From an optimization exercise on the open Yosys and OpenROAD flow, aimed at small area; shortcuts taken in it are not production practice.
Only simulation tests tie the RTL to the original design; equivalence was not proved.
The clock port is modelled as an ideal driver, which makes a skipped or thinned clock tree look cheaper than it is; a real chip needs a root buffer or a tree.
Power is estimated from default activity; no workload was simulated.

==> inputs of v2 <==
==> flow/design.v <==
module ivn_top (
    input clk,
    input reset,
    input [3:0] lane,
    input s,
    input s_valid,
    output [5:0] s_vn,
    output [5:0] s_vn_valid
);
    parameter WAIT = 2'd0;
    parameter STORE = 2'd1;
    parameter LOAD = 2'd2;
    reg [1:0] state;
    reg [1:0] next_state;
    reg [3:0] current_lane;
    reg wen;
    reg load;
    always @(*) begin
        case (state)
        WAIT: begin
            wen = 1'b0;
            load = 1'b0;
            next_state = (current_lane != lane) ? STORE : WAIT;
        end
        STORE: begin
            wen = 1'b1;
            load = 1'b0;
            next_state = LOAD;
        end
        LOAD: begin
            wen = 1'b0;
            load = 1'b1;
            next_state = WAIT;
        end
        default: begin
            wen = 1'b0;
            load = 1'b0;
            next_state = WAIT;
        end
        endcase
    end
    always @(posedge clk) begin
        if (reset) begin
            state <= WAIT;
            current_lane <= 4'd0;
        end else begin
            state <= next_state;
            if (load)
                current_lane <= lane;
        end
    end
    reg [3:0] pe;
    wire b0 = pe[3];
    wire a = pe[2];
    wire c = pe[1];
    wire t = pe[0];
    wire v1 = a | c;
    wire v0 = v1 | t;
    reg [3:0] mem [0:15];
    genvar i;
    generate
        for (i = 0; i < 16; i = i + 1) begin : g_mem
            wire we = wen & (current_lane == i);
            wire hold = ~(we | reset);
            always @(posedge clk)
                mem[i] <= ({4{we}} & pe) | ({4{hold}} & mem[i]);
        end
    endgenerate
    wire [3:0] ld = mem[lane];
    wire lb0 = ld[3];
    wire la = ld[2];
    wire lc = ld[1];
    wire lt = ld[0];
    wire lv1 = la | lc;
    wire lv0 = lv1 | lt;
    wire x = s;
    wire xv = s_valid;
    wire [3:0] step;
    assign step[3] = x;
    assign step[2] = v1 & xv;
    assign step[1] = v0 & xv & (~v1 | (t ^ b0 ^ x));
    assign step[0] = xv & (~v0 | (b0 ^ x));
    always @(posedge clk) begin
        if (reset)
            pe <= 4'd0;
        else if (load)
            pe <= ld;
        else
            pe <= step;
    end
    assign s_vn = {1'b0, t, c, b0, t, b0};
    assign s_vn_valid[0] = v0 & (load ? (lv0 & (b0 ^ lb0)) : (xv & (b0 ^ x)));
    assign s_vn_valid[1] = v1 & (load ? (lv1 & (t ^ lt)) : (xv & (t ^ b0 ^ x)));
    assign s_vn_valid[2] = load & v1 & ~t & lv1 & ~lt & (b0 ^ lb0);
    assign s_vn_valid[3] = a & (load ? (la & (c ^ lc)) : (xv & (c ^ t ^ b0 ^ x)));
    assign s_vn_valid[4] = load & a & ~c & la & ~lc & (t ^ lt);
    assign s_vn_valid[5] = 1'b0;
endmodule
==> flow/flow/run.sh <==
#!/bin/bash
# Own layout flow: the standard flow (standard.sh) with
#  - synthesis running ABC on an area script (flow/abc.script),
#  - port buffers of the smallest buffer cell,
#  - a clock tree of small clock buffers without dummy loads.
# Each step's full output goes to a log file of its own in this folder.
set -euo pipefail
W=$(pwd)
export OWN_ABC_SCRIPT=$W/flow/abc.script
bash standard.sh SYNTH_SCRIPT=$W/flow/synth.tcl synth > $W/log_synth.txt 2>&1
bash standard.sh SYNTH_SCRIPT=$W/flow/synth.tcl \
  "BUFFER_PORTS_ARGS=-buffer_cell sky130_fd_sc_hd__buf_1" \
  "CTS_ARGS=-sink_clustering_enable -repair_clock_nets -dont_use_dummy_load -buf_list {sky130_fd_sc_hd__clkbuf_2 sky130_fd_sc_hd__clkbuf_4}" \
  finish > $W/log_layout.txt 2>&1
==> flow/flow/abc.script <==
strash; dc2; &get -n; &st; &dch -f; &nf -R 1000 -a; &put
==> flow/flow/synth.tcl <==
# The standard synthesis script (synth_recipe.tcl), with Yosys's abc
# pass run on an area-oriented ABC script instead of ORFS's.
proc synth {args} { yosys synth -nofsm -noshare {*}$args }
proc abc {args} {
  set i [lsearch -exact $args -script]
  if {$i >= 0} { lset args [expr {$i + 1}] $::env(OWN_ABC_SCRIPT) }
  yosys abc {*}$args
}
source $::env(SCRIPTS_DIR)/synth.tcl
# left out here: clear keep_hierarchy, flatten, clean up, hide names made inside functions, write 1_2_yosys.v
==> flow/standard.sh <==
#!/bin/bash
# synth_recipe.tcl (not shown) runs the flow's synth.tcl, then flattens the netlist and writes it again
# the make line also repeats each setting of config.mk as NAME=value (left out here)
make -C /OpenROAD-flow-scripts/flow DESIGN_CONFIG=/design/flow/config.mk WORK_HOME=/design/flow/orfs CLKGATE_MAP_FILE= SYNTH_SCRIPT=/design/flow/synth_recipe.tcl "${@:-finish}"
==> flow/config.mk <==
export PLATFORM = sky130hd
export DESIGN_NAME = ivn_top
export DESIGN_NICKNAME = ivn_top
export VERILOG_FILES = /design/flow/design.v
export SDC_FILE = /design/flow/constraint.sdc
export NUM_CORES = 4
export LEC_CHECK = 0
export ABC_AREA = 1
export CAP_MARGIN = 20
export CORE_MARGIN = 2
export CORE_UTILIZATION = 40
export SLEW_MARGIN = 20
==> flow/constraint.sdc <==
create_clock -name core_clock -period 10.0 [get_ports {clk}]
set_input_delay 2.0000 -clock core_clock [delete_from_list [all_inputs] [get_ports {clk}]]
set_output_delay 2.0000 -clock core_clock [all_outputs]
set_load 0.01 [all_outputs]
==> inputs of v18, as changes to v2 <==
--- a/flow/design.v
+++ b/flow/design.v
@@ -57,16 +57,27 @@
     wire v1 = a | c;
     wire v0 = v1 | t;
     reg [3:0] mem [0:15];
+    wire [3:0] addr = load ? lane : current_lane;
+    wire [3:0] rd [0:15];
+    reg wr;
+    always @(*) begin
+        wr = ~reset;
+        if (wen)
+            wr = 1'b1;
+    end
+    wire [3:0] wdata = {4{wr}} & pe;
     genvar i;
     generate
         for (i = 0; i < 16; i = i + 1) begin : g_mem
-            wire we = wen & (current_lane == i);
-            wire hold = ~(we | reset);
+            wire sel = (addr == i);
+            assign rd[i] = {4{sel}} & mem[i];
+            wire hold = ~(sel | reset);
             always @(posedge clk)
-                mem[i] <= ({4{we}} & pe) | ({4{hold}} & mem[i]);
+                mem[i] <= ({4{sel}} & wdata) | ({4{hold}} & mem[i]);
         end
     endgenerate
-    wire [3:0] ld = mem[lane];
+    wire [3:0] ld = rd[0] | rd[1] | rd[2] | rd[3] | rd[4] | rd[5] | rd[6] | rd[7]
+        | rd[8] | rd[9] | rd[10] | rd[11] | rd[12] | rd[13] | rd[14] | rd[15];
     wire lb0 = ld[3];
     wire la = ld[2];
     wire lc = ld[1];
@@ -88,11 +99,19 @@
         else
             pe <= step;
     end
+    wire ib0 = load ? lb0 : x;
+    wire ib1 = load ? lt : (b0 ^ x);
+    wire ib3 = load ? lc : (t ^ b0 ^ x);
+    wire iv0 = load ? lv0 : xv;
+    wire iv1 = load ? lv1 : xv;
+    wire iv3 = load ? la : xv;
+    wire e0 = b0 ^ ib0;
+    wire e1 = t ^ ib1;
     assign s_vn = {1'b0, t, c, b0, t, b0};
-    assign s_vn_valid[0] = v0 & (load ? (lv0 & (b0 ^ lb0)) : (xv & (b0 ^ x)));
-    assign s_vn_valid[1] = v1 & (load ? (lv1 & (t ^ lt)) : (xv & (t ^ b0 ^ x)));
-    assign s_vn_valid[2] = load & v1 & ~t & lv1 & ~lt & (b0 ^ lb0);
-    assign s_vn_valid[3] = a & (load ? (la & (c ^ lc)) : (xv & (c ^ t ^ b0 ^ x)));
-    assign s_vn_valid[4] = load & a & ~c & la & ~lc & (t ^ lt);
+    assign s_vn_valid[0] = v0 & iv0 & e0;
+    assign s_vn_valid[1] = v1 & iv1 & e1;
+    assign s_vn_valid[2] = load & v1 & ~t & lv1 & ~lt & e0;
+    assign s_vn_valid[3] = a & iv3 & (c ^ ib3);
+    assign s_vn_valid[4] = load & a & ~c & la & ~lc & e1;
     assign s_vn_valid[5] = 1'b0;
 endmodule
==> flow/flow/run.sh (replaced) <==
#!/bin/bash
# Own layout flow: the standard flow (standard.sh) with
#  - synthesis running ABC on several area scripts (flow/abc/) and keeping the smallest result,
#  - port buffers of the smallest buffer cell,
#  - synthesis buffers removed before placement (flow/preplace.tcl),
#  - a one-level clock tree of four clock buffers (flow/clock.tcl) in place
#    of TritonCTS.
# Each step's full output goes to a log file of its own in this folder.
set -euo pipefail
W=$(pwd)
export OWN_ABC_DIR=$W/flow/abc
export OWN_CLKBUF=sky130_fd_sc_hd__clkbuf_8
export PRE_CTS_TCL=$W/flow/clock.tcl
export PRE_GLOBAL_PLACE_TCL=$W/flow/preplace.tcl
bash standard.sh SYNTH_SCRIPT=$W/flow/synth.tcl synth > $W/log_synth.txt 2>&1
bash standard.sh SYNTH_SCRIPT=$W/flow/synth.tcl \
  "BUFFER_PORTS_ARGS=-buffer_cell sky130_fd_sc_hd__buf_1" \
  PRE_CTS_TCL=$W/flow/clock.tcl PRE_GLOBAL_PLACE_TCL=$W/flow/preplace.tcl \
  finish > $W/log_layout.txt 2>&1
==> flow/flow/abc/abc1.script (new file) <==
strash; dc2; &get -n; &st; &dch; &nf -R 1000 -a; &put
==> flow/flow/abc/abc10.script (new file) <==
strash; dch; map -a; strash; &get -n; &st; &dch; &nf -R 1000 -a; &put
==> flow/flow/abc/abc12.script (new file) <==
strash; dc2; &get -n; &st; &dch; &nf -R 1000 -a; &put; strash; &get -n; &st; &dch; &nf -R 1000 -a; &put
==> flow/flow/abc/abc3.script (new file) <==
strash; dc2; &get -n; &st; &dch -f; &nf -R 1000 -a; &put
==> flow/flow/abc/abc5.script (new file) <==
strash; dc2; dch -f; map -a; strash; dc2; &get -n; &st; &dch -f; &nf -R 1000 -a; &put
==> flow/flow/abc/abc8.script (new file) <==
strash; dc2; &get -n; &st; &dch; &nf -R 3000 -a -p; &put
==> flow/flow/clock.tcl (new file) <==
# PRE_CTS hook: replaces TritonCTS with a one-level clock tree. The clock
# sinks are split into four groups (by x, then by y); each group is driven
# by one clock buffer placed at its centroid, and the clock port drives
# the four buffers.
proc own_sink_xy {p} {
  set b [[[sta::sta_to_db_pin $p] getInst] getBBox]
  return [list [expr {([$b xMin] + [$b xMax]) / 2}] [expr {([$b yMin] + [$b yMax]) / 2}]]
}
proc own_split {items idx} {
  set s [lsort -integer -index $idx $items]
  set h [expr {[llength $s] / 2}]
  return [list [lrange $s 0 [expr {$h - 1}]] [lrange $s $h end]]
}
proc clock_tree_synthesis {args} {
  set items {}
  foreach p [get_pins -of_objects [get_nets clk] -filter "direction == input"] {
    set xy [own_sink_xy $p]
    lappend items [list [lindex $xy 0] [lindex $xy 1] [get_full_name $p]]
  }
  set groups {}
  foreach h [own_split $items 0] {
    foreach g [own_split $h 1] { lappend groups $g }
  }
  set k 0
  foreach g $groups {
    set sx 0
    set sy 0
    set pins {}
    foreach it $g {
      set sx [expr {$sx + [lindex $it 0]}]
      set sy [expr {$sy + [lindex $it 1]}]
      lappend pins [get_pins [lindex $it 2]]
    }
    set n [llength $g]
    set loc [list [expr {$sx / $n / 1000.0}] [expr {$sy / $n / 1000.0}]]
    puts "clock group $k: $n sinks, buffer at $loc"
    insert_buffer -buffer_cell $::env(OWN_CLKBUF) -net clk -load_pins $pins \
      -location $loc -buffer_name clkbuf_leaf_$k -net_name clknet_leaf_$k
    incr k
  }
  foreach net [[ord::get_db_block] getNets] {
    if {[string match clknet_leaf_* [$net getName]] || [$net getName] eq "clk"} {
      $net setSigType CLOCK
    }
  }
  set_propagated_clock [all_clocks]
}
==> flow/flow/preplace.tcl (new file) <==
# PRE_GLOBAL_PLACE hook: remove synthesis's buffers (as timing-driven global
# placement does) before the ports get their buffers.
remove_buffers
==> flow/flow/synth.tcl (replaced) <==
# The standard synthesis script (synth_recipe.tcl), with Yosys's abc
# pass run on each area-oriented ABC script in $OWN_ABC_DIR; the smallest
# fully mapped result is kept.
proc synth {args} { yosys synth -nofsm -noshare {*}$args }
proc own_area {args} {
  set f $::env(OBJECTS_DIR)/own_abc_stat.txt
  yosys tee -q -o $f stat {*}$args
  set fh [open $f r]
  set txt [read $fh]
  close $fh
  if {[string first {$_} $txt] >= 0} { return 1e30 }
  if {![regexp {Chip area for module [^:]*: ([0-9.]+)} $txt -> a]} { return 1e30 }
  return $a
}
proc abc {args} {
  set i [expr {[lsearch -exact $args -script] + 1}]
  set j [lsearch -exact $args -liberty]
  set lib [lindex $args [expr {$j + 1}]]
  yosys design -save own_pre_abc
  set best ""
  set best_area 1e30
  foreach s [lsort [glob $::env(OWN_ABC_DIR)/*.script]] {
    yosys design -load own_pre_abc
    lset args $i $s
    yosys abc {*}$args
    set a [own_area -liberty $lib]
    puts "own abc: $s area $a"
    if {$a < $best_area} {
      set best_area $a
      set best $s
    }
  }
  puts "own abc: using $best"
  yosys design -load own_pre_abc
  lset args $i $best
  yosys abc {*}$args
}
source $::env(SCRIPTS_DIR)/synth.tcl
# left out here: clear keep_hierarchy, flatten, clean up, hide names made inside functions, write 1_2_yosys.v
- CORE_UTILIZATION: 40 -> 55
- GPL_TIMING_DRIVEN: default -> 0
removed: flow/flow/abc.script
==> summary of the runs <==
In v2 the critical path depth is higher than in v18, by 2.
Against v2, the fmax of v18 is lower by about 1%.
v2 went through all stages and came out clean. v18 passed the timing, DRC and antenna checks.
Between v2 and v18, the lower via count is in v18 (gap 14%, measured against v18).
Of v18 and v2, v18 has the higher sequential share of layout area (gap 2.8 points).
The clock cells of v18 come from the design's own scripts or RTL, not from TritonCTS.

* * *

==> run a <==
RTL: the design.v shown in full above, as it stands there.
Settings: LEC_CHECK=0, ABC_AREA=1, CAP_MARGIN=20, CORE_MARGIN=2, CORE_UTILIZATION=40, SLEW_MARGIN=20; clock period 10.0 ns.
run.sh (not shown) runs the stock make flow with config.mk's settings and CLKGATE_MAP_FILE= SYNTH_SCRIPT=/design/flow/synth_recipe.tcl, a recipe that flattens the netlist after the stock synthesis.
Stock flow here: none of the scripts above is used.
==> run b: changes against run a <==
==> flow/flow/run.sh (new file) <==
#!/bin/bash
# Own layout flow: the standard flow (standard.sh) with
#  - synthesis running ABC on an area script (flow/abc.script),
#  - port buffers of the smallest buffer cell,
#  - a clock tree of small clock buffers without dummy loads.
# Each step's full output goes to a log file of its own in this folder.
set -euo pipefail
W=$(pwd)
export OWN_ABC_SCRIPT=$W/flow/abc.script
bash standard.sh SYNTH_SCRIPT=$W/flow/synth.tcl synth > $W/log_synth.txt 2>&1
bash standard.sh SYNTH_SCRIPT=$W/flow/synth.tcl \
  "BUFFER_PORTS_ARGS=-buffer_cell sky130_fd_sc_hd__buf_1" \
  "CTS_ARGS=-sink_clustering_enable -repair_clock_nets -dont_use_dummy_load -sink_clustering_size 30 -sink_clustering_max_diameter 100 -buf_list {sky130_fd_sc_hd__clkbuf_4 sky130_fd_sc_hd__clkbuf_8}" \
  finish > $W/log_layout.txt 2>&1
==> flow/flow/abc.script (new file) <==
strash; dc2; &get -n; &st; &dch; &nf -R 1000 -a; &put
==> flow/flow/synth.tcl (new file) <==
# The standard synthesis script (synth_recipe.tcl), with Yosys's abc
# pass run on an area-oriented ABC script instead of ORFS's.
proc synth {args} { yosys synth -nofsm -noshare {*}$args }
proc abc {args} {
  set i [lsearch -exact $args -script]
  if {$i >= 0} { lset args [expr {$i + 1}] $::env(OWN_ABC_SCRIPT) }
  yosys abc {*}$args
}
source $::env(SCRIPTS_DIR)/synth.tcl
# left out here: clear keep_hierarchy, flatten, clean up, hide names made inside functions, write 1_2_yosys.v
==> flow/standard.sh (new file) <==
#!/bin/bash
# synth_recipe.tcl (not shown) runs the flow's synth.tcl, then flattens the netlist and writes it again
# the make line also repeats each setting of config.mk as NAME=value (left out here)
make -C /OpenROAD-flow-scripts/flow DESIGN_CONFIG=/design/flow/config.mk WORK_HOME=/design/flow/orfs CLKGATE_MAP_FILE= SYNTH_SCRIPT=/design/flow/synth_recipe.tcl "${@:-finish}"
removed: flow/run.sh
==> run c: changes against run a <==
--- a/flow/design.v
+++ b/flow/design.v
@@ -58,8 +58,12 @@
     wire v0 = v1 | t;
     reg [3:0] mem [0:15];
+    wire [3:0] addr = load ? lane : current_lane;
+    wire [3:0] rd [0:15];
     genvar i;
     generate
         for (i = 0; i < 16; i = i + 1) begin : g_mem
-            wire we = wen & (current_lane == i);
+            wire sel = (addr == i);
+            wire we = wen & sel;
+            assign rd[i] = {4{sel}} & mem[i];
             wire hold = ~(we | reset);
             always @(posedge clk)
@@ -67,5 +71,6 @@
         end
     endgenerate
-    wire [3:0] ld = mem[lane];
+    wire [3:0] ld = rd[0] | rd[1] | rd[2] | rd[3] | rd[4] | rd[5] | rd[6] | rd[7]
+        | rd[8] | rd[9] | rd[10] | rd[11] | rd[12] | rd[13] | rd[14] | rd[15];
     wire lb0 = ld[3];
     wire la = ld[2];
==> flow/flow/run.sh (new file) <==
#!/bin/bash
# Own layout flow: the standard flow (standard.sh) with
#  - synthesis running ABC on an area script (flow/abc.script),
#  - port buffers of the smallest buffer cell,
#  - a clock tree of small clock buffers without dummy loads.
# Each step's full output goes to a log file of its own in this folder.
set -euo pipefail
W=$(pwd)
export OWN_ABC_SCRIPT=$W/flow/abc.script
bash standard.sh SYNTH_SCRIPT=$W/flow/synth.tcl synth > $W/log_synth.txt 2>&1
bash standard.sh SYNTH_SCRIPT=$W/flow/synth.tcl \
  "BUFFER_PORTS_ARGS=-buffer_cell sky130_fd_sc_hd__buf_1" \
  "CTS_ARGS=-sink_clustering_enable -repair_clock_nets -dont_use_dummy_load -sink_clustering_size 20 -sink_clustering_max_diameter 60 -buf_list {sky130_fd_sc_hd__clkbuf_2 sky130_fd_sc_hd__clkbuf_4}" \
  finish > $W/log_layout.txt 2>&1
==> flow/flow/abc.script (new file) <==
strash; dc2; &get -n; &st; &dch; &nf -R 1000 -a; &put
==> flow/flow/synth.tcl (new file) <==
# The standard synthesis script (synth_recipe.tcl), with Yosys's abc
# pass run on an area-oriented ABC script instead of ORFS's.
proc synth {args} { yosys synth -nofsm -noshare {*}$args }
proc abc {args} {
  set i [lsearch -exact $args -script]
  if {$i >= 0} { lset args [expr {$i + 1}] $::env(OWN_ABC_SCRIPT) }
  yosys abc {*}$args
}
source $::env(SCRIPTS_DIR)/synth.tcl
# left out here: clear keep_hierarchy, flatten, clean up, hide names made inside functions, write 1_2_yosys.v
==> flow/standard.sh (new file) <==
#!/bin/bash
# synth_recipe.tcl (not shown) runs the flow's synth.tcl, then flattens the netlist and writes it again
# the make line also repeats each setting of config.mk as NAME=value (left out here)
make -C /OpenROAD-flow-scripts/flow DESIGN_CONFIG=/design/flow/config.mk WORK_HOME=/design/flow/orfs CLKGATE_MAP_FILE= SYNTH_SCRIPT=/design/flow/synth_recipe.tcl "${@:-finish}"
removed: flow/run.sh
==> run notes <==
Die area: run a > run b > run c.
Wire length: run c < run b < run a.
Between run b and run a, the lower synthesized area is in run b (gap about 11%, measured against run a).
In flip-flop and latch count, run b and run a do not differ.
Worst setup slack, highest first: run b, run c, run a.
In run b the sequential power is larger than in run c, by about 2%.
The lowest core utilization belongs to run c, the highest to run a.

==> what the ideal ports hide <==
In the flow no input, the clock included, has a driving cell. The finished layouts below were timed again as built, in two steps.
Step 1 sets driving cells, clkbuf_16 on the clock port and buf_2 on the other inputs (assumed; they add their load-dependent delay and slew).
Step 2 also shifts input and output timing later by t, the mid clock arrival at the registers, as if the neighbouring blocks saw the same clock.
Three values: no drivers, after step 1, after step 2; two values: the first two.
run | shift t [ns] | setup WS [ns] | worst hold slack (ns) | cell pins on the clock port's net
v2 | 0.428 | 3.446 / 3.424 / 3.424 | 0.468 / 0.468 / 0.468 | 1
v18 | 0.224 | 3.376 / 3.354 / 3.354 | 0.470 / 0.470 / 0.470 | 4
run a | 0.388 | 3.347 / 3.327 / 3.327 | 0.418 / 0.418 / 0.418 | 1
run b | 0.374 | 3.519 / 3.494 / 3.494 | 0.472 / 0.472 / 0.472 | 1
run c | 0.431 | 3.418 / 3.391 / 3.391 | 0.444 / 0.444 / 0.444 | 1
After both steps setup and hold are still met in every run listed. For run c, which loses most, drivers alone change the setup slack by -0.027 ns; drivers and shift together by -0.027 ns.
